Source: an optimization exercise on an open RTL-to-GDS flow (aim: a short achievable clock period and few clock cycles). Production flows keep margins and buffers that such runs may drop. Function was checked by simulation only, so behaviour that the tests miss may differ from the original. Power figures rest on the tool's default switching activity, not on a simulated workload.

--- flow/design.v ---
module microprocessor(clk, rst, imem_addr, imem_data, dmem_addr, dmem_data, dbg_sel, dbg_data, done, data_out);
	input clk;
	input rst;
	output [7:0] imem_addr;
	input [31:0] imem_data;
	output [7:0] dmem_addr;
	input [7:0] dmem_data;
	input [4:0] dbg_sel;
	output [7:0] dbg_data;
	output done;
	output [7:0] data_out;
	function [7:0] prefix_carry;
		input [7:0] a;
		input [7:0] b;
		input cin;
		reg [7:0] g, p, g1, p1, g2, p2, g3;
		begin
			g = a & b;
			p = a ^ b;
			g[0] = g[0] | (p[0] & cin);
			g1 = g | ((p & {g[6:0], 1'b0}));
			p1 = p & {p[6:0], 1'b1};
			g2 = g1 | ((p1 & {g1[5:0], 2'b0}));
			p2 = p1 & {p1[5:0], 2'b11};
			g3 = g2 | ((p2 & {g2[3:0], 4'b0}));
			prefix_carry = g3;
		end
	endfunction
	function [7:0] add8;
		input [7:0] a;
		input [7:0] b;
		reg [7:0] c;
		begin
			c = prefix_carry(a, b, 1'b0);
			add8 = (a ^ b) ^ {c[6:0], 1'b0};
		end
	endfunction
	reg [7:0] register_file [31:0];
	reg [7:0] debug_file [31:0];	 
	reg [7:0] pc_inc;	 
	reg [7:0] pc_target;	 
	reg branch_taken;	 
	reg halted;	 
	reg [7:0] alu_out;	 
	reg load_pending;	 
	reg write_any;	 
	reg [31:0] write_pending;	 
	integer i;
	wire [7:0] pc = branch_taken ? pc_target : pc_inc;
	wire stopped = halted || (pc >= 8'h80);
	wire run = !stopped;
	wire [5:0] opcode = imem_data[31:26];
	wire [4:0] rs = imem_data[25:21];
	wire [4:0] rt = imem_data[20:16];
	wire [4:0] rd = imem_data[15:11];
	wire [5:0] function_field = imem_data[5:0];
	wire [7:0] immediate = imem_data[7:0];
	wire [7:0] write_back = load_pending ? dmem_data : alu_out;
	reg [7:0] operand_file [31:0];
	always @(*)
		for (i = 0; i < 32; i = i + 1)
			operand_file[i] = write_pending[i] ? write_back : register_file[i];
	wire is_r = (opcode == 6'h00);
	wire is_addu = is_r && (function_field == 6'h21);
	wire is_slt = is_r && (function_field == 6'h2a);
	wire is_addiu = (opcode == 6'h09);
	wire is_lw = (opcode == 6'h23);
	wire is_beq = (opcode == 6'h04);
	wire is_bne = (opcode == 6'h05);
	wire use_imm = is_addiu || is_lw;
	wire [7:0] register_operand_1 = operand_file[rs];
	wire [7:0] register_operand_2 = use_imm ? immediate : operand_file[rt];
	wire [7:0] sum = add8(register_operand_1, register_operand_2);
	wire [7:0] cmp_carry = prefix_carry({1'b0, register_operand_1[6:0]}, {1'b0, ~register_operand_2[6:0]}, 1'b1);
	wire low_ge = cmp_carry[6];
	wire less = (register_operand_1[7] != register_operand_2[7]) ? register_operand_1[7] : !low_ge;
	wire equal = (register_operand_1 == register_operand_2);
	wire taken = (is_beq && equal) || (is_bne && !equal);
	wire write_en = is_addu || is_slt || is_addiu || is_lw;
	wire [4:0] write_reg = is_r ? rd : rt;
	assign imem_addr = pc;
	assign dmem_addr = alu_out;
	wire [255:0] debug_bits;
	genvar g;
	generate
		for (g = 0; g < 32; g = g + 1) begin : debug_flat
			assign debug_bits[8*g+7:8*g] = debug_file[g];
		end
	endgenerate
	genvar b;
	generate
		for (b = 0; b < 8; b = b + 1) begin : debug_read
			wire [31:0] column;
			for (g = 0; g < 32; g = g + 1) begin : col
				assign column[g] = debug_file[g][b];
			end
			bit_select sel_bit(.sel(dbg_sel), .bits(column), .value(dbg_data[b]));
		end
	endgenerate
	assign data_out = debug_file[8'h04];
	assign done = stopped && !write_any;
	always @(posedge clk) begin
		if (rst) begin
			pc_inc <= 8'd0;
			pc_target <= 8'd0;
			branch_taken <= 1'b0;
			halted <= 1'b0;
			write_any <= 1'b0;
			write_pending <= 32'd0;
			for (i = 0; i < 32; i = i + 1) begin
				register_file[i] <= 8'd0;
				debug_file[i] <= 8'd0;
			end
		end
		else begin
			for (i = 0; i < 32; i = i + 1)
				if (write_pending[i]) begin
					register_file[i] <= write_back;
					debug_file[i] <= write_back;
				end
			for (i = 0; i < 32; i = i + 1)
				write_pending[i] <= run && write_en && write_reg == i;
			write_any <= run && write_en;
			pc_inc <= pc + 8'd1;
			pc_target <= add8(pc, immediate);
			branch_taken <= taken;
			halted <= stopped;
		end
	end
	always @(posedge clk) begin
		alu_out <= is_slt ? {7'd0, less} : sum;
		load_pending <= is_lw;
	end
endmodule
module bit_select(sel, bits, value);
	input [4:0] sel;
	input [31:0] bits;
	output value;
	wire [3:0] lo = 4'b1 << sel[1:0];
	wire [7:0] hi = 8'b1 << sel[4:2];
	reg [7:0] grp;
	reg acc;
	integer i, j;
	always @(*) begin
		for (j = 0; j < 8; j = j + 1) begin
			grp[j] = 1'b0;
			for (i = 0; i < 4; i = i + 1)
				grp[j] = grp[j] | (bits[4*j+i] & lo[i]);
		end
		acc = 1'b0;
		for (j = 0; j < 8; j = j + 1)
			acc = acc | (grp[j] & hi[j]);
	end
	assign value = acc;
endmodule
--- flow/constraint.sdc ---
create_clock -name core_clock -period 10.0 [get_ports {clk}]
set_input_delay 2.0000 -clock core_clock [delete_from_list [all_inputs] [get_ports {clk}]]
set_output_delay 2.0000 -clock core_clock [all_outputs]
set_load 0.01 [all_outputs]
--- flow/config.mk ---
export PLATFORM = sky130hd
export DESIGN_NAME = microprocessor
export DESIGN_NICKNAME = microprocessor
export VERILOG_FILES = /design/flow/design.v
export SDC_FILE = /design/flow/constraint.sdc
export NUM_CORES = 4
export LEC_CHECK = 0
export CAP_MARGIN = 20
export CORE_MARGIN = 2
export CORE_UTILIZATION = 40
export PLACE_DENSITY = 0.6
export SETUP_SLACK_MARGIN = 5
export SLEW_MARGIN = 20
export SYNTH_HIERARCHICAL = 1
--- flow/run.sh ---
#!/bin/bash
# synth_recipe.tcl (not shown) runs the flow's synth.tcl, then flattens the netlist and writes it again
# the make line also repeats each setting of config.mk as NAME=value (left out here)
make -C /OpenROAD-flow-scripts/flow DESIGN_CONFIG=/design/flow/config.mk WORK_HOME=/design/flow/orfs CLKGATE_MAP_FILE= SYNTH_SCRIPT=/design/flow/synth_recipe.tcl finish
==> impl_metrics.env, run 1 <==
export IMPL_yosysSeqAreaShare_pct=43.6
export IMPL_cts_hold_buf=0
export IMPL_antenna_left=0
export IMPL_final_cell_area_sq_um=32300
export IMPL_syn_inst=3302
export IMPL_fin_tns_setup_ns=0
export IMPL_status="no timing/DRC/antenna violations"
export IMPL_vias_per_cell=6.02
export IMPL_grt_max_degree=134
export IMPL_io_pins=80
export IMPL_cts_tree="yes"
export IMPL_synthTopCellsByArea="dfxtp_1, nor2_1, a211oi_1"
export IMPL_synth_edf_count=0
export IMPL_final_cell_mix="nor2_1, dfxtp_1, nand2_1"
export IMPL_worst_ep_arrival_time_ns=3.45
export IMPL_pwr_density_cell_nw_per_um2=154
export IMPL_ys_ff_latch=572
export IMPL_initialDrtViolationCount=3270
export IMPL_clock_skew_ns=0.0209
export IMPL_chipWidth_um=260
export IMPL_crit_type="in2out"
export IMPL_clock_latency_ns=0.65
export IMPL_hold_worst_slack_ns=0.483
export IMPL_coreArea_sq_um=64700
export IMPL_placed_cells=4032
export IMPL_power_mw=4.98
export IMPL_fin_crit_sh_pct=54.5
export IMPL_cp_cell_sequence="buf_12, buf_12, buf_12, and2b_2, a22oi_2, nand4b_1, a21oi_2, a311o_1, buf_2"
export IMPL_slowest_delay_ns=0.25
export IMPL_ys_warnings_count=11
export IMPL_nNetsFinal=3413
export IMPL_routedWlPerCell_um=25.8
export IMPL_synthToLayoutAreaGrowth_pct=23.2
export IMPL_dieHeight_um=260
export IMPL_gr_total_overflow=0
export IMPL_rsz0062_at_grt="true"
export IMPL_worst_pin_slew_ns=1.09
export IMPL_layout_commonest_cell="nor2_1"
export IMPL_grt_pass1_wl_um=155000
export IMPL_cts_root_buffer="clkbuf_16"
export IMPL_syn_num_nets=3373
export IMPL_hold_class="reg2reg"
export IMPL_synth_top_area_share_pct=43.6
export IMPL_die_area_sq_um=67700
export IMPL_routabilityCongestion=1.02
export IMPL_htreeDepth=2
export IMPL_avgSynthCellArea_sq_um=7.95
export IMPL_p_leak_nw=10.9
export IMPL_clockBufferDepth=3
export IMPL_synth_distinct_cells=60
export IMPL_period_minus_slack_ns=5.45
export IMPL_setup_viol=0
export IMPL_cp_max_fo=7
export IMPL_portBuffers=76
export IMPL_grt_pass1_vias=22600
export IMPL_numCtsBuffers=59
export IMPL_relSlewSlack_pct=27.7
export IMPL_clkTransAtPathRegs_ns=0.06
export IMPL_drt_total_wl_um=110000
export IMPL_cts_sinks=572
export IMPL_grt_usage_pct=30.8
export IMPL_fmax_mhz=183
export IMPL_dpl_hpwl_um=65000
export IMPL_initial_core_util_pct=40.6
export IMPL_n_antenna_cell=0
export IMPL_cp_required_ns=8.00
export IMPL_placed_area_sq_um=27400
export IMPL_yosysTopAreaCell="dfxtp_1"
export IMPL_dr_pass1_iters=7
export IMPL_antenna_found_initial=1
export IMPL_maxCapViolCount=0
export IMPL_drive_gt1_share_pct=16.8
export IMPL_slowest_stage="and2b_2"
export IMPL_layout_cells_non_filler=4244
export IMPL_hold_viol=0
export IMPL_drv_slew=0
export IMPL_ir_drop_v=0.000152
export IMPL_rows=93
export IMPL_netlist_area_sq_um=26200
export IMPL_critPathLaunchType="input pin"
export IMPL_crit_path_end_kind="output port"
export IMPL_vias=25600
export IMPL_synth_ff_type="dfxtp_1"
export IMPL_synthArstFlopShare_pct=0
export IMPL_cpMostUsedCell="buf_12"
export IMPL_remaining_drc_errors=0
Yosys stat by module (local to each module, per instance):
module / area, sq um / flops+latches / times used / cells inside
bit_select: 325 / 0 / 8 / 41
microprocessor: 23600 / 572 / 1 / 2974
layout make-up:
cell class / instances / area, sq um
sequential: 572 / 11500
timing repair buffer: 238 / 2950
tap: 855 / 1070
clock inverter: 25 / 318
multi-input combinational: 2454 / 14800
inverter: 17 / 67.6
clock buffer: 83 / 1680
fill: 6309 / 32400
power breakdown:
part / total, mW / internal (mW) / switching (mW)
clock: 2.28 / 1.30 / 0.978
sequential: 2.29 / 2.29 / 0.00400
combinational: 0.405 / 0.155 / 0.250
total: 4.98 / 3.74 / 1.23
routing by layer:
| metal | wire length (um) | vias to the layer above | part of all wire [%] | track usage [%] |
|---|---|---|---|---|
| li1 | - | 11900 | - | - |
| met1 | 46300 | 12000 | 42 | 41.5 |
| met2 | 47200 | 1339 | 43 | 47.3 |
| met3 | 9580 | 357 | 8.7 | 5.60 |
| met4 | 6430 | 2 | 5.9 | 15.1 |
| met5 | 13 | - | 0.012 | 0 |
critical path: cells and delay by family:
family	cells	cell delay, ns
buf+inv	4	0.48
compound gates	3	0.58
simple gates	2	0.39
timing repair:
item                                    CTS  global route
endpoints found under the hold margin     0             0
buffers inserted                         41            30
pin swaps                                45            62
gates cloned                             24             9
endpoints found under the setup margin   17            14
gates resized for setup                 353           220
synth_stat cells (20+ instances only):
library cell / count
nor4_1: 67
nand4_1: 20
nand2_1: 372
nand3_1: 24
nor2b_1: 25
dfxtp_1: 572
nor2_1: 803
a21oi_1: 48
a2111oi_0: 62
o22ai_1: 125
clkbuf_1: 208
a22oi_1: 32
ha_1: 22
a211oi_1: 292
mux2i_1: 134
o21ai_0: 254
nor3_1: 21
kinds of logic after synthesis:
| family | after synthesis | share of synthesized area, % |
|---|---|---|
| flip-flops | 572 | 43.6 |
| AND/OR/NAND/NOR | 1414 | 22.6 |
| AO/OA/AOI/OAI | 855 | 21.4 |
| XOR/XNOR | 15 | 0.553 |
| adder cells (fa/ha/maj) | 24 | 1.20 |
| buffers and inverters | 276 | 4.90 |
| multiplexers | 146 | 5.73 |
final timing paths:
check                           slack, ns                 to         startpoint  depth (start not counted)
worst max-delay path                 4.55        dbg_data[6]         dbg_sel[4]                          9
worst min-delay path                 0.48  debug_file[24][3]  debug_file[24][3]                          2
worst max register to register       5.33         alu_out[0]       load_pending                         19
worst min register to register       0.48  debug_file[24][3]  debug_file[24][3]                          2
metrics by stage:
| stage | utilization, % | setup slack (ns) |
|---|---|---|
| after floorplan | - | 5.00 |
| final | 50.0 | 4.55 |
| after global routing | 50.0 | 4.51 |
| after CTS | 48.4 | 4.56 |
| after global placement | 42.3 | 3.05 |
| after detailed placement | 42.3 | 3.06 |
state kept, by name, indices dropped and copies added, names as in the netlist:
name,flops
debug_file,256
register_file,256
write_pending,32
alu_out,8
pc_inc,8
pc_target,8
branch_taken,1
halted,1
load_pending,1
write_any,1
Testbench counts, summed over its fixed seeds: cycles 51,952.
==> run 2, diff against run 1 <==
--- a/flow/design.v
+++ b/flow/design.v
@@ -87,17 +87,8 @@
 			assign debug_bits[8*g+7:8*g] = debug_file[g];
 		end
 	endgenerate
-	genvar b;
-	generate
-		for (b = 0; b < 8; b = b + 1) begin : debug_read
-			wire [31:0] column;
-			for (g = 0; g < 32; g = g + 1) begin : col
-				assign column[g] = debug_file[g][b];
-			end
-			bit_select sel_bit(.sel(dbg_sel), .bits(column), .value(dbg_data[b]));
-		end
-	endgenerate
-	assign data_out = debug_file[8'h04];
+	register_select debug_read(.sel(dbg_sel), .regs_n(debug_bits), .value(dbg_data));
+	assign data_out = ~debug_file[8'h04];
 	assign done = stopped && !write_any;
 	always @(posedge clk) begin
 		if (rst) begin
@@ -109,14 +100,14 @@
 			write_pending <= 32'd0;
 			for (i = 0; i < 32; i = i + 1) begin
 				register_file[i] <= 8'd0;
-				debug_file[i] <= 8'd0;
+				debug_file[i] <= 8'hff;
 			end
 		end
 		else begin
 			for (i = 0; i < 32; i = i + 1)
 				if (write_pending[i]) begin
 					register_file[i] <= write_back;
-					debug_file[i] <= write_back;
+					debug_file[i] <= ~write_back;
 				end
 			for (i = 0; i < 32; i = i + 1)
 				write_pending[i] <= run && write_en && write_reg == i;
@@ -132,24 +123,35 @@
 		load_pending <= is_lw;
 	end
 endmodule
-module bit_select(sel, bits, value);
+module register_select(sel, regs_n, value);
 	input [4:0] sel;
-	input [31:0] bits;
-	output value;
-	wire [3:0] lo = 4'b1 << sel[1:0];
-	wire [7:0] hi = 8'b1 << sel[4:2];
-	reg [7:0] grp;
-	reg acc;
-	integer i, j;
-	always @(*) begin
-		for (j = 0; j < 8; j = j + 1) begin
-			grp[j] = 1'b0;
-			for (i = 0; i < 4; i = i + 1)
-				grp[j] = grp[j] | (bits[4*j+i] & lo[i]);
+	input [255:0] regs_n;	 
+	output [7:0] value;
+	wire [127:0] level1;
+	wire [63:0] level2;
+	wire [31:0] level3;
+	wire [15:0] level4;
+	genvar b, k;
+	generate
+		for (b = 0; b < 8; b = b + 1) begin : bits
+			for (k = 0; k < 16; k = k + 1) begin : l1
+				mux2_n m(.s(sel[0]), .a(regs_n[8*(2*k)+b]), .b(regs_n[8*(2*k+1)+b]), .y_n(level1[16*b+k]));
+			end
+			for (k = 0; k < 8; k = k + 1) begin : l2
+				mux2_n m(.s(sel[1]), .a(level1[16*b+2*k]), .b(level1[16*b+2*k+1]), .y_n(level2[8*b+k]));
+			end
+			for (k = 0; k < 4; k = k + 1) begin : l3
+				mux2_n m(.s(sel[2]), .a(level2[8*b+2*k]), .b(level2[8*b+2*k+1]), .y_n(level3[4*b+k]));
+			end
+			for (k = 0; k < 2; k = k + 1) begin : l4
+				mux2_n m(.s(sel[3]), .a(level3[4*b+2*k]), .b(level3[4*b+2*k+1]), .y_n(level4[2*b+k]));
+			end
+			mux2_n l5(.s(sel[4]), .a(level4[2*b]), .b(level4[2*b+1]), .y_n(value[b]));
 		end
-		acc = 1'b0;
-		for (j = 0; j < 8; j = j + 1)
-			acc = acc | (grp[j] & hi[j]);
-	end
-	assign value = acc;
+	endgenerate
 endmodule
+module mux2_n(s, a, b, y_n);
+	input s, a, b;
+	output y_n;
+	assign y_n = !(s ? b : a);
+endmodule
==> impl_metrics.env, run 2 <==
export IMPL_cts_root_buffer="clkbuf_16"
export IMPL_vias=26800
export IMPL_grt_max_degree=160
export IMPL_share_seq_of_total_power_pct=45.4
export IMPL_relSlewSlack_pct=13.2
export IMPL_cp_cell_sequence="buf_16, buf_16, buf_12, mux2i_1, mux2i_1, mux2i_2, mux2i_1, mux2i_1, buf_2"
export IMPL_grt_pass1_vias=24600
export IMPL_yosysMostFrequentCell="nand2_1"
export IMPL_remaining_drc_errors=0
export IMPL_fin_crit_sh_pct=57.3
export IMPL_grt_pass1_wl_um=188000
export IMPL_fin_ws_ns=4.27
export IMPL_clockBufferDepth=3
export IMPL_netlist_area_sq_um=25300
export IMPL_fin_tns_setup_ns=0
export IMPL_power_mw=5.04
export IMPL_synthToLayoutAreaGrowth_pct=33.5
export IMPL_period_minus_slack_ns=5.73
export IMPL_rows=92
export IMPL_grt_usage_pct=40.3
export IMPL_crit_buf_inv=4
export IMPL_synthAdderAreaFrac_pct=1.25
export IMPL_synthTopCellsByArea="dfxtp_1, mux2i_1, nand2_1"
export IMPL_p_int_mw=3.80
export IMPL_fin_util_pct=53.8
export IMPL_clkTransAtPathRegs_ns=0.06
export IMPL_hold_class="reg2reg"
export IMPL_numCtsBuffers=61
export IMPL_final_cell_mix="dfxtp_1, nand2_1, nor2_1"
export IMPL_cp_max_fo=6
export IMPL_clock_latency_ns=0.66
export IMPL_fillers=5690
export IMPL_cpMostUsedCell="mux2i_1"
export IMPL_reg_top3="debug_file: 256 flops, register_file: 256 flops, write_pending: 32 flops"
export IMPL_worst_ep_arrival_time_ns=3.73
export IMPL_p_sw_mw=1.24
export IMPL_vias_per_cell=6.29
export IMPL_syn_num_nets=3212
export IMPL_p_sw_share_pct=24.6
export IMPL_yosysTopAreaCell="dfxtp_1"
export IMPL_critPathLaunchType="input pin"
export IMPL_synth_edf_count=0
export IMPL_hold_viol=0
export IMPL_ir_drop_v=0.000123
export IMPL_drive_gt1_share_pct=23.0
export IMPL_setup_viol=0
export IMPL_cts_hold_buf=0
export IMPL_routedWlPerCell_um=32.6
export IMPL_muxShareOfSynthArea_pct=10.7
export IMPL_cp_required_ns=8.00
export IMPL_rsz0062_at_grt="true"
export IMPL_status="no timing/DRC/antenna violations"
export IMPL_coreArea_sq_um=62700
export IMPL_drt_total_wl_um=139000
export IMPL_ys_warnings_count=10
export IMPL_crit_type="in2out"
export IMPL_drv_slew=0
export IMPL_combPwrFrac_pct=7.8
export IMPL_cts_sinks=572
export IMPL_layout_commonest_cell="dfxtp_1"
export IMPL_synth_top_family_by_area="compound AO/OA/AOI/OAI gates"
export IMPL_synth_simple_area_share_pct=18.9
export IMPL_gr_total_overflow=0
export IMPL_avgSynthCellArea_sq_um=8.04
export IMPL_chipWidth_um=255
export IMPL_syn_inst=3141
export IMPL_slowest_delay_ns=0.38
export IMPL_synth_compound_area_share_pct=19.7
export IMPL_dpl_hpwl_um=90200
export IMPL_synth_top_area_share_pct=45.3
export IMPL_crit_path_end_kind="output port"
export IMPL_yosys_top_cells_count="nand2_1, dfxtp_1, nor2_1"
export IMPL_antenna_left=0
export IMPL_clkPwrFrac_pct=46.8
export IMPL_p_leak_nw=12.1
export IMPL_yosysSeqAreaShare_pct=45.3
export IMPL_ys_ff_latch=572
export IMPL_slowest_stage="mux2i_2"
export IMPL_clock_skew_ns=0.0290
export IMPL_routabilityCongestion=1.09
export IMPL_critPathTopFamily="multiplexers"
export IMPL_initialDrtViolationCount=3317
export IMPL_portBuffers=76
export IMPL_maxCapViolCount=0
export IMPL_synth_xor_area_share_pct=0.485
export IMPL_dpl_worst_slack_ns=2.86
export IMPL_die_area_sq_um=65200
export IMPL_cts_tree="yes"
export IMPL_dieHeight_um=255
export IMPL_nNetsFinal=3431
export IMPL_synth_ff_type="dfxtp_1"
export IMPL_dr_pass1_iters=6
export IMPL_antenna_found_initial=3
export IMPL_htreeDepth=2
export IMPL_worst_pin_slew_ns=1.30
export IMPL_synth_distinct_cells=55
export IMPL_synthArstFlopShare_pct=0
export IMPL_pwr_density_cell_nw_per_um2=149
export IMPL_initial_core_util_pct=40.3
export IMPL_io_pins=80
export IMPL_fmax_mhz=175
## run 2: cell count changes after synthesis, moves of 9 or more
cell,delta
a22oi_1,-31
nor2b_1,-9
nand3_1,-18
clkbuf_1,-57
o22ai_1,+77
a211oi_1,-265
a21oi_1,+231
nand2_1,+243
mux2i_1,+124
nand2b_1,-9
nor4_1,-41
nor2_1,-400
inv_1,+40
## run 2: worst register-to-register path, cell delays in order (launching register included)
cell	delay (ns)
dfxtp_2	0.74
mux2i_4	0.37
buf_12	0.15
buf_4	0.12
buf_12	0.15
nand2_1	0.12
o21ai_2	0.18
o22ai_2	0.20
or3_4	0.43
or4_4	0.50
o21a_1	0.26
ha_4	0.18
inv_2	0.06
fa_2	0.23
nor2b_4	0.05
o21ai_2	0.11
nand2b_1	0.13
a21oi_2	0.16
nor2_1	0.05
nor2_1	0.13
xor2_1	0.16
nor2_1	0.06
## run 2: area by class of cell
type | count | area [sq um] | share of cell area (%)
timing repair buffer | 331 | 3680 | 10.9
inverter | 57 | 218 | 0.645
clock inverter | 28 | 324 | 0.961
clock buffer | 85 | 1750 | 5.18
sequential | 572 | 11500 | 34.0
tap | 846 | 1060 | 3.14
antenna | 3 | 7.51 | 0.0223
multi-input combinational | 2337 | 15200 | 45.2
## run 2: what timing repair did
| item | CTS | global route |
|---|---|---|
| gates resized for setup | 586 | 240 |
| pin swaps | 52 | 72 |
| setup buffers | 82 | 48 |
| endpoints found under the setup margin | 17 | 14 |
| gates cloned | 22 | 4 |
## run 2: final timing paths
path	start	to	slack [ns]	cells after the start
setup reg to reg	load_pending	alu_out[6]	5.34	21
setup / recovery	dbg_sel[0]	dbg_data[0]	4.27	9
hold reg to reg	debug_file[12][1]	debug_file[12][1]	0.47	2
hold / removal	debug_file[12][1]	debug_file[12][1]	0.47	2
## run 2: per-stage QoR
stage / hold slack (ns) / instance area, sq um / std cells
after floorplan: 0.430 / 25400 / 3141
after global placement: 0.448 / 27300 / 3986
after detailed placement: 0.454 / 27300 / 3987
after CTS: 0.468 / 32400 / 4204
after global routing: 0.484 / 33700 / 4256
final: 0.469 / 33700 / 4259
## run 2: power groups by stage
stage | registers [mW] | clock network, mW | logic, mW
2_1_floorplan | 2.34 | 0 | 0.129
3_3_place_gp | 2.34 | 0 | 0.250
3_5_place_dp | 2.34 | 0 | 0.251
4_1_cts | 2.29 | 2.37 | 0.349
5_1_grt | 2.29 | 2.47 | 0.396
6_report | 2.29 | 2.36 | 0.392
## run 2: cells by family after synthesis
kind of cell / after synthesis
fa+ha+maj: 24
simple gates: 1168
xor+xnor: 14
buf+inv: 233
compound gates: 864
mux: 266
flops: 572
## run 2: metal layers
metal | GRT usage, % | wire [um] | vias up | share of wire, %
met5 | 0 | 12 | - | 0.0087
met4 | 25.0 | 10900 | 2 | 7.8
met3 | 8.94 | 14800 | 455 | 11
met2 | 60.8 | 58800 | 1770 | 42
met1 | 52.4 | 54100 | 13000 | 39
li1 | - | - | 11600 | -
## run 2: modules after synthesis, one instance, submodules excluded, a selection
module	flops+latches	area [sq um]	times used	cells inside
microprocessor	572	22800	1	2893
mux2_n	0	10.0	248	1
Testbench counts of run 2, summed over its fixed seeds: cycles 51,952.
==> run 3, diff against run 2 <==
--- a/flow/design.v
+++ b/flow/design.v
@@ -127,26 +127,30 @@
 	input [4:0] sel;
 	input [255:0] regs_n;	 
 	output [7:0] value;
-	wire [127:0] level1;
-	wire [63:0] level2;
-	wire [31:0] level3;
-	wire [15:0] level4;
+	wire [3:0] quarter_select;
 	genvar b, k;
 	generate
+		for (k = 0; k < 4; k = k + 1) begin : decode
+			match2 #(.VALUE(k)) m(.sel(sel[4:3]), .y(quarter_select[k]));
+		end
 		for (b = 0; b < 8; b = b + 1) begin : bits
+			wire [15:0] pair;
+			wire [7:0] four_n;
+			wire [3:0] eight;
+			wire [1:0] two_n;
 			for (k = 0; k < 16; k = k + 1) begin : l1
-				mux2_n m(.s(sel[0]), .a(regs_n[8*(2*k)+b]), .b(regs_n[8*(2*k+1)+b]), .y_n(level1[16*b+k]));
+				mux2_n m(.s(sel[0]), .a(regs_n[8*(2*k)+b]), .b(regs_n[8*(2*k+1)+b]), .y_n(pair[k]));
 			end
 			for (k = 0; k < 8; k = k + 1) begin : l2
-				mux2_n m(.s(sel[1]), .a(level1[16*b+2*k]), .b(level1[16*b+2*k+1]), .y_n(level2[8*b+k]));
+				mux2_n m(.s(sel[1]), .a(pair[2*k]), .b(pair[2*k+1]), .y_n(four_n[k]));
 			end
 			for (k = 0; k < 4; k = k + 1) begin : l3
-				mux2_n m(.s(sel[2]), .a(level2[8*b+2*k]), .b(level2[8*b+2*k+1]), .y_n(level3[4*b+k]));
+				mux2_n m(.s(sel[2]), .a(four_n[2*k]), .b(four_n[2*k+1]), .y_n(eight[k]));
 			end
 			for (k = 0; k < 2; k = k + 1) begin : l4
-				mux2_n m(.s(sel[3]), .a(level3[4*b+2*k]), .b(level3[4*b+2*k+1]), .y_n(level4[2*b+k]));
+				gate_a22oi g(.a1(quarter_select[2*k]), .a2(eight[2*k]), .b1(quarter_select[2*k+1]), .b2(eight[2*k+1]), .y(two_n[k]));
 			end
-			mux2_n l5(.s(sel[4]), .a(level4[2*b]), .b(level4[2*b+1]), .y_n(value[b]));
+			gate_nand2 l5(.a(two_n[0]), .b(two_n[1]), .y(value[b]));
 		end
 	endgenerate
 endmodule
@@ -155,3 +159,19 @@
 	output y_n;
 	assign y_n = !(s ? b : a);
 endmodule
+module match2(sel, y);
+	parameter VALUE = 0;
+	input [1:0] sel;
+	output y;
+	assign y = (sel == VALUE);
+endmodule
+module gate_a22oi(a1, a2, b1, b2, y);
+	input a1, a2, b1, b2;
+	output y;
+	assign y = !((a1 && a2) || (b1 && b2));
+endmodule
+module gate_nand2(a, b, y);
+	input a, b;
+	output y;
+	assign y = !(a && b);
+endmodule
==> impl_metrics.env, run 3 <==
export IMPL_avgSynthCellArea_sq_um=8.04
export IMPL_fin_crit_sh_pct=55.4
export IMPL_worst_pin_slew_ns=1.31
export IMPL_syn_num_nets=3216
export IMPL_grt_max_degree=229
export IMPL_hold_class="reg2reg"
export IMPL_synthArstFlopShare_pct=0
export IMPL_chipWidth_um=255
export IMPL_drv_slew=0
export IMPL_yosysSeqAreaShare_pct=45.3
export IMPL_vias=26300
export IMPL_critPathLaunchType="input pin"
export IMPL_rsz0062_at_grt="true"
export IMPL_io_pins=80
export IMPL_slowest_delay_ns=0.36
export IMPL_final_cell_mix="dfxtp_1, nand2_1, nor2_1"
export IMPL_status="no timing/DRC/antenna violations"
export IMPL_synth_distinct_cells=57
export IMPL_numCtsBuffers=59
export IMPL_relSlewSlack_pct=12.9
export IMPL_netlist_area_sq_um=25300
export IMPL_layout_commonest_cell="dfxtp_1"
export IMPL_period_minus_slack_ns=5.54
export IMPL_fin_tns_setup_ns=0
export IMPL_fmax_mhz=181
export IMPL_clock_skew_ns=0.0409
export IMPL_setup_viol=0
export IMPL_cts_tree="yes"
export IMPL_vias_per_cell=6.20
export IMPL_reg_top3="debug_file: 256 flops, register_file: 256 flops, write_pending: 32 flops"
export IMPL_p_leak_nw=11.9
export IMPL_clock_latency_ns=0.65
export IMPL_pwr_density_cell_nw_per_um2=147
export IMPL_drive_gt1_share_pct=21.8
export IMPL_yosysTopAreaCell="dfxtp_1"
export IMPL_synth_top_area_share_pct=45.3
export IMPL_cp_cell_sequence="buf_16, buf_16, buf_8, mux2i_1, mux2i_1, mux2i_2, a22oi_2, nand2_1, buf_2"
export IMPL_ir_drop_v=0.000136
export IMPL_cts_hold_buf=0
export IMPL_crit_buf_inv=4
export IMPL_gr_total_overflow=0
export IMPL_drt_total_wl_um=139000
export IMPL_rows=92
export IMPL_die_area_sq_um=65300
export IMPL_crit_type="in2out"
export IMPL_crit_path_end_kind="output port"
export IMPL_nNetsFinal=3421
export IMPL_synthToLayoutAreaGrowth_pct=31.3
export IMPL_yosysMostFrequentCell="nand2_1"
export IMPL_cts_root_buffer="clkbuf_16"
export IMPL_slowest_stage="mux2i_2"
export IMPL_maxCapViolCount=0
export IMPL_worst_ep_arrival_time_ns=3.54
export IMPL_routedWlPerCell_um=32.9
export IMPL_critPathTopFamily="multiplexers"
export IMPL_fillers=5745
export IMPL_ys_ff_latch=572
export IMPL_htreeDepth=2
export IMPL_dpl_worst_slack_ns=2.83
export IMPL_cp_required_ns=8.00
export IMPL_grt_pass1_vias=24400
export IMPL_dr_pass1_iters=6
export IMPL_remaining_drc_errors=0
export IMPL_dpl_hpwl_um=93200
export IMPL_clockBufferDepth=3
export IMPL_initial_core_util_pct=40.2
export IMPL_cp_max_fo=8
export IMPL_hold_viol=0
export IMPL_ys_warnings_count=10
export IMPL_coreArea_sq_um=62900
export IMPL_clkTransAtPathRegs_ns=0.06
export IMPL_fin_ws_ns=4.46
export IMPL_antenna_found_initial=4
export IMPL_cts_sinks=572
export IMPL_syn_inst=3145
export IMPL_dieHeight_um=255
export IMPL_grt_pass1_wl_um=189000
export IMPL_fin_util_pct=52.8
export IMPL_routabilityCongestion=1.05
export IMPL_synth_edf_count=0
export IMPL_grt_usage_pct=40.9
export IMPL_initialDrtViolationCount=2972
export IMPL_portBuffers=76
export IMPL_synthTopCellsByArea="dfxtp_1, mux2i_1, nand2_1"
export IMPL_synth_ff_type="dfxtp_1"
export IMPL_antenna_left=0
export IMPL_yosys_top_cells_count="nand2_1, dfxtp_1, nor2_1"
run 3: changes by cell type in the layout (fill, tap and decap cells not counted), sizes merged, moves of 5 or more:
cell,previous run,this run
bufinv,6,0
a22oi,1,17
clkbuf,93,98
mux2i,261,236
nand2,615,623
buf,264,253
run 3: worst min-delay path, stage by stage, from the launching register on:
cell	delay, ns
dfxtp_1	0.32
a21oi_1	0.06
nand2_1	0.05
run 3: per-module statistics from Yosys (local to each module, per instance), a selection:
module | cell area [sq um] | flops+latches
microprocessor | 22800 | 572
gate_a22oi | 12.5 | 0
mux2_n | 10.0 | 0
gate_nand2 | 3.75 | 0
run 3: cell type report:
class / instances / area, sq um / area share (%)
antenna: 1 / 2.50 / 0.00753
clock buffer: 91 / 1810 / 5.44
clock inverter: 17 / 133 / 0.399
inverter: 57 / 220 / 0.663
multi-input combinational: 2340 / 14900 / 45.0
sequential: 572 / 11500 / 34.5
tap: 846 / 1060 / 3.19
timing repair buffer: 320 / 3610 / 10.9
run 3: timing repair:
| action | 4_1_cts | 5_1_grt |
|---|---|---|
| cloned | 19 | 5 |
| setup endpoints to repair | 17 | 14 |
| buffers inserted | 84 | 25 |
| gates resized for setup | 606 | 115 |
| hold endpoints to repair | 0 | 0 |
| pin swaps | 75 | 51 |
run 3: kinds of logic (layout without fill, tap and decap cells):
kind of cell / Yosys count / count (layout) / synth area share, %
adder cells (fa/ha/maj): 24 / 24 / 1.25
AO/OA/AOI/OAI: 880 / 880 / 20.4
flip-flops: 572 / 572 / 45.3
other: 0 / 1 / 0
multiplexers: 242 / 242 / 9.72
buffers and inverters: 233 / 485 / 3.67
XOR/XNOR: 14 / 14 / 0.485
AND/OR/NAND/NOR: 1180 / 1180 / 19.2
run 3: final timing paths:
check                                  startpoint  slack (ns)  cells after the start           endpoint
worst max-delay path                   dbg_sel[0]        4.46                      9        dbg_data[1]
worst min-delay path            debug_file[17][2]        0.47                      2  debug_file[17][2]
worst max register to register       load_pending        4.93                     22         alu_out[6]
worst min register to register  debug_file[17][2]        0.47                      2  debug_file[17][2]
run 3: metrics by stage:
| stage | hold WS [ns] | cell area [sq um] | total power [mW] | cells |
|---|---|---|---|---|
| after floorplan | 0.430 | 25400 | 2.47 | 3145 |
| after global placement | 0.450 | 27400 | 2.59 | 4002 |
| after detailed placement | 0.453 | 27400 | 2.59 | 4002 |
| after CTS | 0.468 | 32500 | 4.86 | 4213 |
| after global routing | 0.486 | 33200 | 4.99 | 4243 |
| final | 0.467 | 33200 | 4.87 | 4244 |
run 3: routing by layer:
layer | share of wire, % | vias to the layer above | wire (um) | GRT usage (%)
met5 | 0.0093 | - | 13 | 0
met1 | 40 | 12900 | 55500 | 53.5
met2 | 44 | 1515 | 61300 | 63.5
met4 | 7.4 | 2 | 10300 | 24.7
met3 | 8.9 | 346 | 12400 | 6.48
li1 | - | 11600 | - | -
run 3: where the power goes:
| group | switching (mW) | total, mW | internal [mW] |
|---|---|---|---|
| combinational | 0.240 | 0.384 | 0.144 |
| sequential | 0.00447 | 2.29 | 2.29 |
| clock | 0.956 | 2.20 | 1.24 |
| total | 1.20 | 4.87 | 3.67 |
Testbench counts of run 3, summed over its fixed seeds: cycles 51,952.
==> run 4, diff against run 3 <==
--- a/flow/design.v
+++ b/flow/design.v
@@ -87,8 +87,8 @@
 			assign debug_bits[8*g+7:8*g] = debug_file[g];
 		end
 	endgenerate
-	register_select debug_read(.sel(dbg_sel), .regs_n(debug_bits), .value(dbg_data));
-	assign data_out = ~debug_file[8'h04];
+	register_select debug_read(.sel(dbg_sel), .regs(debug_bits), .value(dbg_data));
+	assign data_out = debug_file[8'h04];
 	assign done = stopped && !write_any;
 	always @(posedge clk) begin
 		if (rst) begin
@@ -100,14 +100,14 @@
 			write_pending <= 32'd0;
 			for (i = 0; i < 32; i = i + 1) begin
 				register_file[i] <= 8'd0;
-				debug_file[i] <= 8'hff;
+				debug_file[i] <= 8'd0;
 			end
 		end
 		else begin
 			for (i = 0; i < 32; i = i + 1)
 				if (write_pending[i]) begin
 					register_file[i] <= write_back;
-					debug_file[i] <= ~write_back;
+					debug_file[i] <= write_back;
 				end
 			for (i = 0; i < 32; i = i + 1)
 				write_pending[i] <= run && write_en && write_reg == i;
@@ -123,34 +123,30 @@
 		load_pending <= is_lw;
 	end
 endmodule
-module register_select(sel, regs_n, value);
+module register_select(sel, regs, value);
 	input [4:0] sel;
-	input [255:0] regs_n;	 
+	input [255:0] regs;
 	output [7:0] value;
-	wire [3:0] quarter_select;
+	wire [7:0] group_select;
 	genvar b, k;
 	generate
-		for (k = 0; k < 4; k = k + 1) begin : decode
-			match2 #(.VALUE(k)) m(.sel(sel[4:3]), .y(quarter_select[k]));
+		for (k = 0; k < 8; k = k + 1) begin : decode
+			match3 #(.VALUE(k)) m(.sel(sel[4:2]), .y(group_select[k]));
 		end
 		for (b = 0; b < 8; b = b + 1) begin : bits
-			wire [15:0] pair;
-			wire [7:0] four_n;
-			wire [3:0] eight;
-			wire [1:0] two_n;
+			wire [15:0] pair_n;
+			wire [7:0] group;
+			wire [3:0] two_n;
 			for (k = 0; k < 16; k = k + 1) begin : l1
-				mux2_n m(.s(sel[0]), .a(regs_n[8*(2*k)+b]), .b(regs_n[8*(2*k+1)+b]), .y_n(pair[k]));
+				mux2_n m(.s(sel[0]), .a(regs[8*(2*k)+b]), .b(regs[8*(2*k+1)+b]), .y_n(pair_n[k]));
 			end
 			for (k = 0; k < 8; k = k + 1) begin : l2
-				mux2_n m(.s(sel[1]), .a(pair[2*k]), .b(pair[2*k+1]), .y_n(four_n[k]));
+				mux2_n m(.s(sel[1]), .a(pair_n[2*k]), .b(pair_n[2*k+1]), .y_n(group[k]));
 			end
 			for (k = 0; k < 4; k = k + 1) begin : l3
-				mux2_n m(.s(sel[2]), .a(four_n[2*k]), .b(four_n[2*k+1]), .y_n(eight[k]));
+				gate_a22oi g(.a1(group_select[2*k]), .a2(group[2*k]), .b1(group_select[2*k+1]), .b2(group[2*k+1]), .y(two_n[k]));
 			end
-			for (k = 0; k < 2; k = k + 1) begin : l4
-				gate_a22oi g(.a1(quarter_select[2*k]), .a2(eight[2*k]), .b1(quarter_select[2*k+1]), .b2(eight[2*k+1]), .y(two_n[k]));
-			end
-			gate_nand2 l5(.a(two_n[0]), .b(two_n[1]), .y(value[b]));
+			gate_nand4 l4(.a(two_n[0]), .b(two_n[1]), .c(two_n[2]), .d(two_n[3]), .y(value[b]));
 		end
 	endgenerate
 endmodule
@@ -159,9 +155,9 @@
 	output y_n;
 	assign y_n = !(s ? b : a);
 endmodule
-module match2(sel, y);
+module match3(sel, y);
 	parameter VALUE = 0;
-	input [1:0] sel;
+	input [2:0] sel;
 	output y;
 	assign y = (sel == VALUE);
 endmodule
@@ -170,8 +166,8 @@
 	output y;
 	assign y = !((a1 && a2) || (b1 && b2));
 endmodule
-module gate_nand2(a, b, y);
-	input a, b;
+module gate_nand4(a, b, c, d, y);
+	input a, b, c, d;
 	output y;
-	assign y = !(a && b);
+	assign y = !(a && b && c && d);
 endmodule
==> impl_metrics.env, run 4 <==
export IMPL_relSlewSlack_pct=21.9
export IMPL_dpl_hpwl_um=68300
export IMPL_die_area_sq_um=67300
export IMPL_layout_commonest_cell="nor2_1"
export IMPL_vias=25800
export IMPL_drv_slew=0
export IMPL_crit_path_end_kind="output port"
export IMPL_fillers=6064
export IMPL_ys_ff_latch=572
export IMPL_crit_type="in2out"
export IMPL_cts_root_buffer="clkbuf_16"
export IMPL_routedWlPerCell_um=27.7
export IMPL_clock_latency_ns=0.65
export IMPL_reg_top3="debug_file: 256 flops, register_file: 256 flops, write_pending: 32 flops"
export IMPL_critPathLaunchType="input pin"
export IMPL_fin_ws_ns=4.60
export IMPL_yosysSeqAreaShare_pct=43.9
export IMPL_vias_per_cell=6.20
export IMPL_worst_pin_slew_ns=1.17
export IMPL_avgSynthCellArea_sq_um=8.16
export IMPL_grt_max_degree=228
export IMPL_coreArea_sq_um=64500
export IMPL_hold_viol=0
export IMPL_cpMostUsedCell="mux2i_1"
export IMPL_clkTransAtPathRegs_ns=0.06
export IMPL_synth_distinct_cells=54
export IMPL_syn_num_nets=3268
export IMPL_drive_gt1_share_pct=17.9
export IMPL_cts_tree="yes"
export IMPL_clockBufferDepth=3
export IMPL_remaining_drc_errors=0
export IMPL_initialDrtViolationCount=2739
export IMPL_cp_max_fo=8
export IMPL_initial_core_util_pct=40.5
export IMPL_synth_ff_type="dfxtp_1"
export IMPL_hold_class="reg2reg"
export IMPL_period_minus_slack_ns=5.40
export IMPL_dieHeight_um=259
export IMPL_fmax_mhz=185
export IMPL_final_cell_mix="nor2_1, dfxtp_1, a211oi_1"
export IMPL_ys_warnings_count=10
export IMPL_chipWidth_um=259
export IMPL_cp_required_ns=8.00
export IMPL_synthArstFlopShare_pct=0
export IMPL_grt_usage_pct=32.7
export IMPL_yosysTopAreaCell="dfxtp_1"
export IMPL_grt_pass1_wl_um=162000
export IMPL_rsz0062_at_grt="true"
export IMPL_portBuffers=76
export IMPL_slowest_delay_ns=0.36
export IMPL_dr_pass1_iters=8
export IMPL_dpl_worst_slack_ns=2.87
export IMPL_clock_skew_ns=0.0190
export IMPL_synthToLayoutAreaGrowth_pct=24.8
export IMPL_worst_ep_arrival_time_ns=3.40
export IMPL_antenna_found_initial=2
export IMPL_gr_total_overflow=0
export IMPL_slowest_stage="a22oi_2"
export IMPL_drt_total_wl_um=115000
export IMPL_yosysMostFrequentCell="nor2_1"
export IMPL_htreeDepth=2
export IMPL_grt_pass1_vias=24100
export IMPL_syn_inst=3197
export IMPL_fin_tns_setup_ns=0
export IMPL_yosys_top_cells_count="nor2_1, dfxtp_1, nand2_1"
export IMPL_ir_drop_v=0.000123
export IMPL_fin_crit_sh_pct=54.0
export IMPL_cp_cell_sequence="buf_16, buf_4, mux2i_1, mux2i_1, a22oi_2, nand4_1, buf_2"
export IMPL_io_pins=80
export IMPL_netlist_area_sq_um=26100
export IMPL_synth_edf_count=0
export IMPL_p_leak_nw=11.3
export IMPL_rows=93
export IMPL_antenna_left=0
export IMPL_nNetsFinal=3323
export IMPL_routabilityCongestion=0.997
export IMPL_synthTopCellsByArea="dfxtp_1, nor2_1, a211oi_1"
export IMPL_cts_sinks=572
export IMPL_status="no timing/DRC/antenna violations"
export IMPL_maxCapViolCount=0
export IMPL_pwr_density_cell_nw_per_um2=156
export IMPL_synth_top_area_share_pct=43.9
export IMPL_numCtsBuffers=60
export IMPL_setup_viol=0
-- run 4: cell count changes in the layout (fill, tap and decap cells not counted), moves of 19 or more --
| cell | change |
|---|---|
| nor2_1 | +371 |
| nand2_1 | -285 |
| a211oi_1 | +254 |
| a21oi_1 | -253 |
| o22ai_1 | -74 |
| buf_4 | -67 |
| inv_1 | -38 |
| nand2_2 | -36 |
| o21ai_4 | -33 |
| mux2i_2 | -20 |
| mux2i_4 | -20 |
| o21ai_1 | +19 |
-- run 4: metrics by stage --
stage / hold WS (ns) / power [mW] / instances / instance area [sq um] / util [%]
3_3_place_gp: 0.464 / 2.59 / 3944 / 27500 / 42.6
4_1_cts: 0.484 / 5.07 / 4117 / 31500 / 48.8
5_1_grt: 0.497 / 5.21 / 4155 / 32500 / 50.5
6_report: 0.483 / 5.08 / 4156 / 32500 / 50.5
2_1_floorplan: 0.430 / 2.48 / 3197 / 26100 / -
3_5_place_dp: 0.477 / 2.60 / 3944 / 27500 / 42.6
-- run 4: path summary, 6_finish.rpt --
| kind | start | cells after the start | slack (ns) | to |
|---|---|---|---|---|
| setup / recovery | dbg_sel[0] | 7 | 4.60 | dbg_data[6] |
| hold / removal | debug_file[18][2] | 2 | 0.48 | debug_file[18][2] |
| setup reg to reg | write_pending[3] | 17 | 5.67 | alu_out[7] |
| hold reg to reg | debug_file[18][2] | 2 | 0.48 | debug_file[18][2] |
-- run 4: per-module statistics from Yosys (local to each module, per instance), excerpt --
module | copies in the design | cells | cell area, sq um | flip-flops and latches
gate_nand4 | 8 | 1 | 6.26 | 0
microprocessor | 1 | 2957 | 23600 | 572
gate_a22oi | 32 | 1 | 12.5 | 0
mux2_n | 192 | 1 | 10.0 | 0
-- run 4: layout make-up --
type                       count  area, sq um  share of cell area (%)
multi-input combinational   2367        15000                    46.1
sequential                   572        11500                    35.2
timing repair buffer         233         2810                    8.64
clock buffer                  79         1660                    5.11
tap                          855         1070                    3.29
clock inverter                31          460                    1.42
inverter                      18         67.6                   0.208
antenna                        1         2.50                 0.00769
-- run 4: logic make-up (layout without fill, tap and decap cells) --
| group | after synthesis | count (layout) | share of synthesized area (%) |
|---|---|---|---|
| AOI/OAI and AO/OA | 822 | 822 | 21.4 |
| DFF | 572 | 572 | 43.9 |
| muxes | 210 | 211 | 8.24 |
| adders and majority gates | 24 | 24 | 1.21 |
| other | 0 | 1 | 0 |
| and+or+nand+nor | 1295 | 1295 | 20.8 |
| xor gates and xnor gates | 15 | 15 | 0.556 |
| buffers and inverters | 259 | 361 | 3.95 |
-- run 4: worst max-delay path: cells and delay by family --
kind,cells,cell delay [ns]
buf+inv,3,0.52
simple gates,1,0.21
compound gates,1,0.36
mux,2,0.31
-- run 4: what timing repair did --
item	CTS	global route
pin swaps	34	61
cloned	19	7
endpoints found under the setup margin	17	13
gates resized for setup	355	246
setup buffers	44	31
hold buffers	0	0
-- run 4: metal layers --
layer | wire length (um) | up-vias | GRT usage, %
met5 | 16 | - | 0.499
met4 | 7300 | 2 | 18.2
met3 | 10600 | 413 | 8.19
met2 | 51100 | 1351 | 52.1
met1 | 46200 | 12400 | 40.5
li1 | - | 11500 | -
-- run 4: report_power, final --
group | switching [mW] | internal (mW)
logic | 0.235 | 0.134
registers | 0.00462 | 2.29
clock network | 0.990 | 1.43
total | 1.23 | 3.85
Testbench counts of run 4, summed over its fixed seeds: cycles 51,952.
==> run 5, diff against run 4 <==
--- a/flow/config.mk
+++ b/flow/config.mk
@@ -8,7 +8,7 @@
 export CAP_MARGIN = 20
 export CORE_MARGIN = 2
 export CORE_UTILIZATION = 40
-export PLACE_DENSITY = 0.6
+export PLACE_DENSITY = 0.8
 export SETUP_SLACK_MARGIN = 5
 export SLEW_MARGIN = 20
 export SYNTH_HIERARCHICAL = 1
==> impl_metrics.env, run 5 <==
export IMPL_status="no timing/DRC/antenna violations"
export IMPL_grt_usage_pct=30.8
export IMPL_worst_r2r_cell_count=19
export IMPL_yosysSeqAreaShare_pct=43.9
export IMPL_ff2ff_setup_slack_ns=5.69
export IMPL_clkTransAtPathRegs_ns=0.06
export IMPL_numCtsBuffers=54
export IMPL_dr_pass1_iters=10
export IMPL_vias=26600
export IMPL_cp_startpoint="dbg_sel[0]"
export IMPL_final_cell_area_sq_um=32100
export IMPL_maxCapViolCount=0
export IMPL_initialDrtViolationCount=4132
export IMPL_nNetsFinal=3309
export IMPL_ir_drop_v=0.000132
export IMPL_period_minus_slack_ns=5.32
export IMPL_r2r_start="load_pending"
export IMPL_yosysMostFrequentCell="nor2_1"
export IMPL_final_cell_mix="nor2_1, dfxtp_1, a211oi_1"
export IMPL_grt_pass1_vias=24400
export IMPL_layout_cells_non_filler=4141
export IMPL_synth_top_area_share_pct=43.9
export IMPL_relSlewSlack_pct=29.5
export IMPL_critPathLaunchType="input pin"
export IMPL_antenna_found_initial=6
export IMPL_placed_cells=3938
export IMPL_routedWlPerCell_um=26.2
export IMPL_placed_area_sq_um=27400
export IMPL_drive_gt1_share_pct=16.6
export IMPL_setup_viol=0
export IMPL_chipWidth_um=259
export IMPL_hold_viol=0
export IMPL_fin_util_pct=49.8
export IMPL_fin_tns_setup_ns=0
export IMPL_synthArstFlopShare_pct=0
export IMPL_fmax_mhz=188
export IMPL_crit_path_end_kind="output port"
export IMPL_vias_per_cell=6.42
export IMPL_crit_type="in2out"
export IMPL_clock_skew_ns=0.0351
export IMPL_avgSynthCellArea_sq_um=8.16
export IMPL_cp_max_fo=8
export IMPL_drv_slew=0
export IMPL_routabilityCongestion=1.07
export IMPL_cp_required_ns=8.00
export IMPL_ys_ff_latch=572
export IMPL_htreeDepth=2
export IMPL_fin_crit_sh_pct=53.2
export IMPL_cts_root_buffer="clkbuf_16"
export IMPL_clockBufferDepth=3
export IMPL_coreArea_sq_um=64500
export IMPL_power_mw=4.91
export IMPL_synthTopCellsByArea="dfxtp_1, nor2_1, a211oi_1"
export IMPL_ys_warnings_count=10
export IMPL_cts_sinks=572
export IMPL_rsz0062_at_grt="true"
export IMPL_antenna_left=0
export IMPL_r2r_end="alu_out[7]"
export IMPL_portBuffers=76
export IMPL_worst_pin_slew_ns=1.06
export IMPL_remaining_drc_errors=0
export IMPL_pwr_density_cell_nw_per_um2=153
export IMPL_synth_distinct_cells=54
export IMPL_endpoint="dbg_data[2]"
export IMPL_io_pins=80
export IMPL_synth_ff_type="dfxtp_1"
export IMPL_drt_total_wl_um=109000
export IMPL_clock_latency_ns=0.65
export IMPL_synthToLayoutAreaGrowth_pct=23.1
export IMPL_yosysTopAreaCell="dfxtp_1"
export IMPL_worst_ep_arrival_time_ns=3.32
export IMPL_syn_num_nets=3268
export IMPL_cts_tree="yes"
export IMPL_syn_inst=3197
export IMPL_dpl_hpwl_um=60800
export IMPL_dieHeight_um=259
export IMPL_rows=93
export IMPL_reg_top3="debug_file: 256 flops, register_file: 256 flops, write_pending: 32 flops"
export IMPL_grt_pass1_wl_um=156000
export IMPL_synth_edf_count=0
export IMPL_layout_commonest_cell="nor2_1"
export IMPL_hold_class="reg2reg"
export IMPL_cts_hold_buf=0
export IMPL_netlist_area_sq_um=26100
export IMPL_p_leak_nw=11.1
export IMPL_yosys_top_cells_count="nor2_1, dfxtp_1, nand2_1"
export IMPL_grt_max_degree=206
export IMPL_initial_core_util_pct=40.5
export IMPL_die_area_sq_um=67300
export IMPL_gr_total_overflow=0
-- run 5: cell types whose count changed in the layout (fill, tap and decap cells not counted), moves of 7 or more --
cell / previous run / this run
o21ai_0: 127 / 159
nand2_2: 27 / 47
nand2_4: 36 / 16
o21ai_1: 46 / 26
clkbuf_16: 66 / 56
buf_4: 101 / 93
nor4_2: 20 / 12
o21ai_2: 75 / 67
nor4_1: 26 / 33
-- run 5: metrics by stage --
stage,worst slack [ns],hold slack [ns]
5_1_grt,4.66,0.495
3_5_place_dp,3.03,0.465
4_1_cts,4.76,0.475
6_report,4.68,0.481
3_3_place_gp,3.06,0.456
2_1_floorplan,5.02,0.430
-- run 5: per-layer routing --
layer | GRT usage (%) | share of wire [%] | vias up
li1 | - | - | 11500
met1 | 37.8 | 37 | 12400
met2 | 46.2 | 42 | 1993
met3 | 10.5 | 13 | 587
met4 | 18.8 | 7.8 | 10
met5 | 0.855 | 0.16 | -
-- run 5: how the worst min path moves through the flow --
| stage | from | to | slack (ns) | depth (start not counted) |
|---|---|---|---|---|
| 6_report | halted | write_any | 0.48 | 1 |
| 5_1_grt | debug_file[11][0] | debug_file[11][0] | 0.50 | 2 |
| 4_1_cts | halted | write_any | 0.47 | 1 |
| 3_5_place_dp | halted | write_any | 0.47 | 1 |
| 3_3_place_gp | halted | write_any | 0.46 | 1 |
| 2_1_floorplan | halted | write_any | 0.43 | 1 |
-- run 5: report_power, final --
| group | internal (mW) | switching [mW] | total [mW] |
|---|---|---|---|
| Combinational | 0.135 | 0.230 | 0.366 |
| Clock | 1.29 | 0.963 | 2.26 |
| Sequential | 2.28 | 0.00460 | 2.29 |
| Total | 3.71 | 1.20 | 4.91 |
-- run 5: per-module statistics from Yosys, one instance, submodules excluded, excerpt --
module | flip-flops and latches | area (sq um) | cells
gate_a22oi | 0 | 12.5 | 1
gate_nand4 | 0 | 6.26 | 1
microprocessor | 572 | 23600 | 2957
mux2_n | 0 | 10.0 | 1
-- run 5: critical path, cell delays in order --
cell and delay (ns):
buf_16 0.15, buf_16 0.14, buf_4 0.11, mux2i_1 0.23, mux2i_1 0.12, a22oi_2 0.17, nand4_1 0.18, buf_2 0.20
-- run 5: cell families after synthesis --
family	Yosys count	synth area share, %
and+or+nand+nor	1295	20.8
AOI/OAI and AO/OA	822	21.4
xor gates and xnor gates	15	0.556
muxes	210	8.24
buffers and inverters	259	3.95
DFF	572	43.9
adders and majority gates	24	1.21
-- run 5: what timing repair did --
action / in CTS / in global routing
pin swaps: 41 / 31
resized for setup: 379 / 130
setup buffers: 37 / 31
setup endpoints to repair: 17 / 14
gates cloned: 29 / 2
-- run 5: area by class of cell --
type / count / area, sq um
Tap cell: 855 / 1070
Timing Repair Buffer: 224 / 2820
Sequential cell: 572 / 11500
Inverter: 18 / 67.6
Clock inverter: 28 / 400
Multi-Input combinational cell: 2368 / 14800
Antenna cell: 3 / 7.51
Fill cell: 5867 / 32300
Clock buffer: 73 / 1530
==> run 6, diff against run 5 <==
--- a/flow/config.mk
+++ b/flow/config.mk
@@ -8,7 +8,7 @@
 export CAP_MARGIN = 20
 export CORE_MARGIN = 2
 export CORE_UTILIZATION = 40
-export PLACE_DENSITY = 0.8
+export PLACE_DENSITY = 0.9
 export SETUP_SLACK_MARGIN = 5
 export SLEW_MARGIN = 20
 export SYNTH_HIERARCHICAL = 1
==> impl_metrics.env, run 6 <==
export IMPL_fin_tns_setup_ns=0
export IMPL_vias=28300
export IMPL_synth_distinct_cells=54
export IMPL_layout_commonest_cell="nor2_1"
export IMPL_cts_tree="yes"
export IMPL_hold_viol=0
export IMPL_worst_r2r_cell_count=19
export IMPL_yosysTopAreaCell="dfxtp_1"
export IMPL_clockBufferDepth=3
export IMPL_worst_ep_arrival_time_ns=3.47
export IMPL_yosys_top_cells_count="nor2_1, dfxtp_1, nand2_1"
export IMPL_rsz0062_at_grt="true"
export IMPL_drt_total_wl_um=117000
export IMPL_clock_skew_ns=0.0246
export IMPL_r2r_start="load_pending"
export IMPL_hold_worst_slack_ns=0.484
export IMPL_hold_class="reg2reg"
export IMPL_rows=93
export IMPL_fin_ws_ns=4.53
export IMPL_synthArstFlopShare_pct=0
export IMPL_status="no timing/DRC/antenna violations"
export IMPL_die_area_sq_um=67300
export IMPL_hp_start="debug_file[7][3]"
export IMPL_netlist_area_sq_um=26100
export IMPL_dpl_hpwl_um=60600
export IMPL_dpl_worst_slack_ns=2.96
export IMPL_dr_pass1_iters=14
export IMPL_critPathLaunchType="input pin"
export IMPL_htreeDepth=2
export IMPL_period_minus_slack_ns=5.47
export IMPL_cp_required_ns=8.00
export IMPL_routabilityCongestion=1.12
export IMPL_yosysMostFrequentCell="nor2_1"
export IMPL_cp_max_fo=12
export IMPL_antenna_left=0
export IMPL_min_path_cells=2
export IMPL_dieHeight_um=259
export IMPL_drv_slew=0
export IMPL_synth_ff_type="dfxtp_1"
export IMPL_ys_ff_latch=572
export IMPL_reg_top3="debug_file: 256 flops, register_file: 256 flops, write_pending: 32 flops"
export IMPL_synthTopCellsByArea="dfxtp_1, nor2_1, a211oi_1"
export IMPL_pwr_density_cell_nw_per_um2=148
export IMPL_cts_sinks=572
export IMPL_vias_per_cell=6.78
export IMPL_ys_warnings_count=10
export IMPL_ir_drop_v=0.000102
export IMPL_initial_core_util_pct=40.5
export IMPL_grt_pass1_wl_um=160000
export IMPL_drive_gt1_share_pct=18.8
export IMPL_antenna_found_initial=8
export IMPL_crit_path_end_kind="output port"
export IMPL_fin_crit_sh_pct=54.7
export IMPL_grt_usage_pct=31.4
export IMPL_ff2ff_setup_slack_ns=5.38
export IMPL_gr_total_overflow=0
export IMPL_fmax_mhz=183
export IMPL_grt_max_degree=227
export IMPL_clkTransAtPathRegs_ns=0.06
export IMPL_io_pins=80
export IMPL_yosysSeqAreaShare_pct=43.9
export IMPL_relSlewSlack_pct=24.3
export IMPL_coreArea_sq_um=64500
export IMPL_nNetsFinal=3343
export IMPL_fin_util_pct=50.7
export IMPL_grt_pass1_vias=25700
export IMPL_clock_latency_ns=0.64
export IMPL_syn_num_nets=3268
export IMPL_maxCapViolCount=0
export IMPL_avgSynthCellArea_sq_um=8.16
export IMPL_remaining_drc_errors=0
export IMPL_hold_path_end="debug_file[7][3]"
export IMPL_numCtsBuffers=53
export IMPL_chipWidth_um=259
export IMPL_cts_root_buffer="clkbuf_16"
export IMPL_r2r_end="alu_out[6]"
export IMPL_p_leak_nw=11.5
export IMPL_initialDrtViolationCount=5398
export IMPL_crit_type="in2out"
export IMPL_synthToLayoutAreaGrowth_pct=25.4
export IMPL_cts_hold_buf=0
export IMPL_synth_top_area_share_pct=43.9
export IMPL_fillers=5436
export IMPL_synth_edf_count=0
export IMPL_portBuffers=76
export IMPL_routedWlPerCell_um=27.9
export IMPL_final_cell_mix="nor2_1, dfxtp_1, a211oi_1"
export IMPL_worst_pin_slew_ns=1.14
export IMPL_setup_viol=0
export IMPL_syn_inst=3197
-- run 6: cell families after synthesis --
family / count (synthesis) / synth area share [%]
and+or+nand+nor: 1295 / 20.8
AOI/OAI and AO/OA: 822 / 21.4
DFF: 572 / 43.9
buffers and inverters: 259 / 3.95
muxes: 210 / 8.24
adders and majority gates: 24 / 1.21
xor gates and xnor gates: 15 / 0.556
-- run 6: worst max-delay path by stage --
stage | slack (ns) | to | start | cells past startpoint
6_report | 4.53 | dbg_data[4] | dbg_sel[0] | 6
5_1_grt | 4.54 | dbg_data[0] | dbg_sel[0] | 8
4_1_cts | 4.67 | dbg_data[6] | dbg_sel[0] | 8
3_5_place_dp | 2.96 | alu_out[7] | dmem_data[2] | 18
3_3_place_gp | 3.01 | alu_out[7] | dmem_data[2] | 19
2_1_floorplan | 5.02 | alu_out[6] | imem_data[17] | 20
-- run 6: timing repair --
action	in CTS	in global routing
pin swaps	44	66
gates resized for setup	411	232
endpoints found under the setup margin	17	14
cloned	21	8
endpoints found under the hold margin	0	0
setup buffers	57	42
-- run 6: layout make-up --
type / count / area (sq um) / share of cell area [%]
flip-flops and latches: 572 / 11500 / 35.0
clock buffers: 72 / 1520 / 4.64
clock inverters: 23 / 303 / 0.926
diodes: 5 / 12.5 / 0.0382
repair buffers: 259 / 3120 / 9.54
multi-input cells: 2368 / 15200 / 46.3
inverters: 18 / 77.6 / 0.237
well taps: 855 / 1070 / 3.27
-- run 6: power breakdown --
part	switching, mW	internal, mW	total [mW]
Sequential	0.00558	2.28	2.29
Combinational	0.250	0.145	0.395
Clock	0.962	1.20	2.16
-- run 6: per-module statistics from Yosys, one instance, submodules excluded, a selection --
module,times used,cells inside
mux2_n,192,1
gate_a22oi,32,1
gate_nand4,8,1
microprocessor,1,2957
-- run 6: layer usage --
layer / track usage (%) / wire [um] / up-vias
li1: - / - / 11600
met1: 37.4 / 40300 / 13200
met2: 45.4 / 47200 / 2571
met3: 13.2 / 18100 / 934
met4: 22.0 / 10700 / 14
met5: 2.28 / 305 / -
-- run 6: worst max-delay path, cell delays in order --
cell and delay, ns:
buf_16 0.13, mux2i_1 0.26, mux2i_1 0.17, a22oi_2 0.55, nand4_1 0.16, buf_2 0.18
-- run 6: metrics by stage --
| step | total power, mW | instance area (sq um) | cells |
|---|---|---|---|
| 2_1_floorplan | 2.48 | 26100 | 3197 |
| 3_3_place_gp | 2.58 | 27500 | 3943 |
| 3_5_place_dp | 2.59 | 27500 | 3944 |
| 4_1_cts | 4.73 | 31400 | 4117 |
| 5_1_grt | 4.91 | 32700 | 4170 |
| 6_report | 4.85 | 32700 | 4172 |
==> run 7, diff against run 6 <==
--- a/flow/design.v
+++ b/flow/design.v
@@ -36,7 +36,6 @@
 		end
 	endfunction
 	reg [7:0] register_file [31:0];
-	reg [7:0] debug_file [31:0];	 
 	reg [7:0] pc_inc;	 
 	reg [7:0] pc_target;	 
 	reg branch_taken;	 
@@ -84,11 +83,11 @@
 	genvar g;
 	generate
 		for (g = 0; g < 32; g = g + 1) begin : debug_flat
-			assign debug_bits[8*g+7:8*g] = debug_file[g];
+			assign debug_bits[8*g+7:8*g] = register_file[g];
 		end
 	endgenerate
 	register_select debug_read(.sel(dbg_sel), .regs(debug_bits), .value(dbg_data));
-	assign data_out = debug_file[8'h04];
+	assign data_out = register_file[8'h04];
 	assign done = stopped && !write_any;
 	always @(posedge clk) begin
 		if (rst) begin
@@ -98,17 +97,13 @@
 			halted <= 1'b0;
 			write_any <= 1'b0;
 			write_pending <= 32'd0;
-			for (i = 0; i < 32; i = i + 1) begin
+			for (i = 0; i < 32; i = i + 1)
 				register_file[i] <= 8'd0;
-				debug_file[i] <= 8'd0;
-			end
 		end
 		else begin
 			for (i = 0; i < 32; i = i + 1)
-				if (write_pending[i]) begin
+				if (write_pending[i])
 					register_file[i] <= write_back;
-					debug_file[i] <= write_back;
-				end
 			for (i = 0; i < 32; i = i + 1)
 				write_pending[i] <= run && write_en && write_reg == i;
 			write_any <= run && write_en;
--- a/flow/config.mk
+++ b/flow/config.mk
@@ -8,7 +8,7 @@
 export CAP_MARGIN = 20
 export CORE_MARGIN = 2
 export CORE_UTILIZATION = 40
-export PLACE_DENSITY = 0.9
+export PLACE_DENSITY = 0.6
 export SETUP_SLACK_MARGIN = 5
 export SLEW_MARGIN = 20
 export SYNTH_HIERARCHICAL = 1
==> impl_metrics.env, run 7 <==
export IMPL_synthArstFlopShare_pct=0
export IMPL_hp_start="halted"
export IMPL_ir_drop_v=0.000133
export IMPL_cts_hold_buf=0
export IMPL_layout_commonest_cell="nor2_1"
export IMPL_relSlewSlack_pct=15.3
export IMPL_routabilityCongestion=1.07
export IMPL_status="no timing/DRC/antenna violations"
export IMPL_ys_ff_latch=316
export IMPL_drt_total_wl_um=101000
export IMPL_pwr_density_cell_nw_per_um2=130
export IMPL_dpl_hpwl_um=60500
export IMPL_period_minus_slack_ns=5.43
export IMPL_n_antenna_cell=0
export IMPL_fin_crit_sh_pct=54.3
export IMPL_hold_viol=0
export IMPL_drv_slew=0
export IMPL_crit_path_end_kind="output port"
export IMPL_synth_distinct_cells=58
export IMPL_cp_max_fo=6
export IMPL_clkTransAtPathRegs_ns=0.06
export IMPL_slowest_delay_ns=0.33
export IMPL_syn_num_nets=2423
export IMPL_netlist_area_sq_um=17800
export IMPL_cts_root_buffer="clkbuf_16"
export IMPL_numCtsBuffers=39
export IMPL_fmax_mhz=184
export IMPL_yosysMostFrequentCell="nor2_1"
export IMPL_fin_tns_setup_ns=0
export IMPL_coreArea_sq_um=44000
export IMPL_cts_tree="yes"
export IMPL_grt_pass1_vias=19000
export IMPL_clock_latency_ns=0.59
export IMPL_synth_top_area_share_pct=35.5
export IMPL_setup_viol=0
export IMPL_cp_required_ns=8.00
export IMPL_maxCapViolCount=0
export IMPL_dieHeight_um=215
export IMPL_cp_startpoint="dbg_sel[0]"
export IMPL_portBuffers=76
export IMPL_nNetsFinal=2584
export IMPL_worst_pin_slew_ns=1.27
export IMPL_grt_usage_pct=40.9
export IMPL_remaining_drc_errors=0
export IMPL_cp_cell_sequence="buf_16, buf_12, mux2i_4, mux2i_1, a22oi_2, nand4_1, buf_2"
export IMPL_routedWlPerCell_um=32.2
export IMPL_drive_gt1_share_pct=26.2
export IMPL_ys_warnings_count=9
export IMPL_yosysTopAreaCell="dfxtp_1"
==> run 7: final cells by class <==
type / instances / area, sq um / share of cell area, %
Clock buffer: 56 / 1120 / 4.61
Clock inverter: 14 / 218 / 0.895
Inverter: 18 / 77.6 / 0.319
Multi-Input combinational cell: 1870 / 12600 / 51.8
Sequential cell: 316 / 6340 / 26.1
Tap cell: 592 / 741 / 3.05
Timing Repair Buffer: 267 / 3240 / 13.3
==> run 7: path summary, 6_finish.rpt <==
path | end | slack [ns] | cells past startpoint
worst max-delay path | dbg_data[3] | 4.57 | 7
worst min register to register | write_any | 0.46 | 1
worst max register to register | alu_out[0] | 5.22 | 21
worst min-delay path | write_any | 0.46 | 1
==> run 7: per-layer routing <==
| metal | wire length (um) | share of wire [%] | track usage [%] | vias up |
|---|---|---|---|---|
| li1 | - | - | - | 8767 |
| met1 | 37800 | 37 | 52.2 | 9986 |
| met2 | 40800 | 40 | 57.6 | 1665 |
| met3 | 13700 | 14 | 14.9 | 446 |
| met4 | 8610 | 8.5 | 27.2 | 2 |
| met5 | 13 | 0.013 | 0 | - |
==> run 7: repair_timing <==
action / 4_1_cts / 5_1_grt
gates cloned: 22 / 10
resized for setup: 464 / 328
endpoints found under the setup margin: 17 / 13
buffers inserted: 48 / 61
pin swaps: 54 / 89
hold endpoints to repair: 0 / 0
==> run 7: logic make-up (layout without fill, tap and decap cells) <==
kind of cell / count (synthesis) / count (layout) / share of synthesized area [%]
flops: 316 / 316 / 35.5
simple gates: 1061 / 1061 / 25.6
fa+ha+maj: 26 / 26 / 1.91
mux: 210 / 210 / 11.9
buf+inv: 165 / 355 / 4.01
compound gates: 558 / 558 / 20.3
xor+xnor: 15 / 15 / 0.816
==> run 7: Yosys stat by module (local to each module, per instance), excerpt <==
module	flops+latches	cells	area, sq um	copies in the design
microprocessor	316	2111	15300	1
gate_a22oi	0	1	12.5	32
mux2_n	0	1	10.0	192
gate_nand4	0	1	6.26	8
==> run 7: through the flow <==
step,setup WS (ns),cell area (sq um),cells,power (mW),util [%]
2_1_floorplan,5.00,17800,2351,1.41,-
3_3_place_gp,3.24,19100,2922,1.51,43.4
3_5_place_dp,3.20,19100,2922,1.52,43.4
4_1_cts,4.64,22600,3062,3.10,51.4
5_1_grt,4.60,24300,3133,3.21,55.2
6_report,4.57,24300,3133,3.15,55.2
==> run 7: power breakdown <==
| part | leakage [nW] | internal (mW) | total (mW) | switching (mW) |
|---|---|---|---|---|
| Sequential | 2.55 | 1.27 | 1.27 | 0.00380 |
| Clock | 0.658 | 0.912 | 1.52 | 0.611 |
| Combinational | 5.71 | 0.141 | 0.357 | 0.216 |
Testbench counts of run 7, summed over its fixed seeds: cycles 51,952.

Check on run 7: ideal ports give 4.565 ns setup slack; a clkbuf_16 on the clock port and buf_2 on the inputs give 4.114 ns; moving port delays by the midpoint clock arrival (0.639 ns) as well gives 4.114 ns.
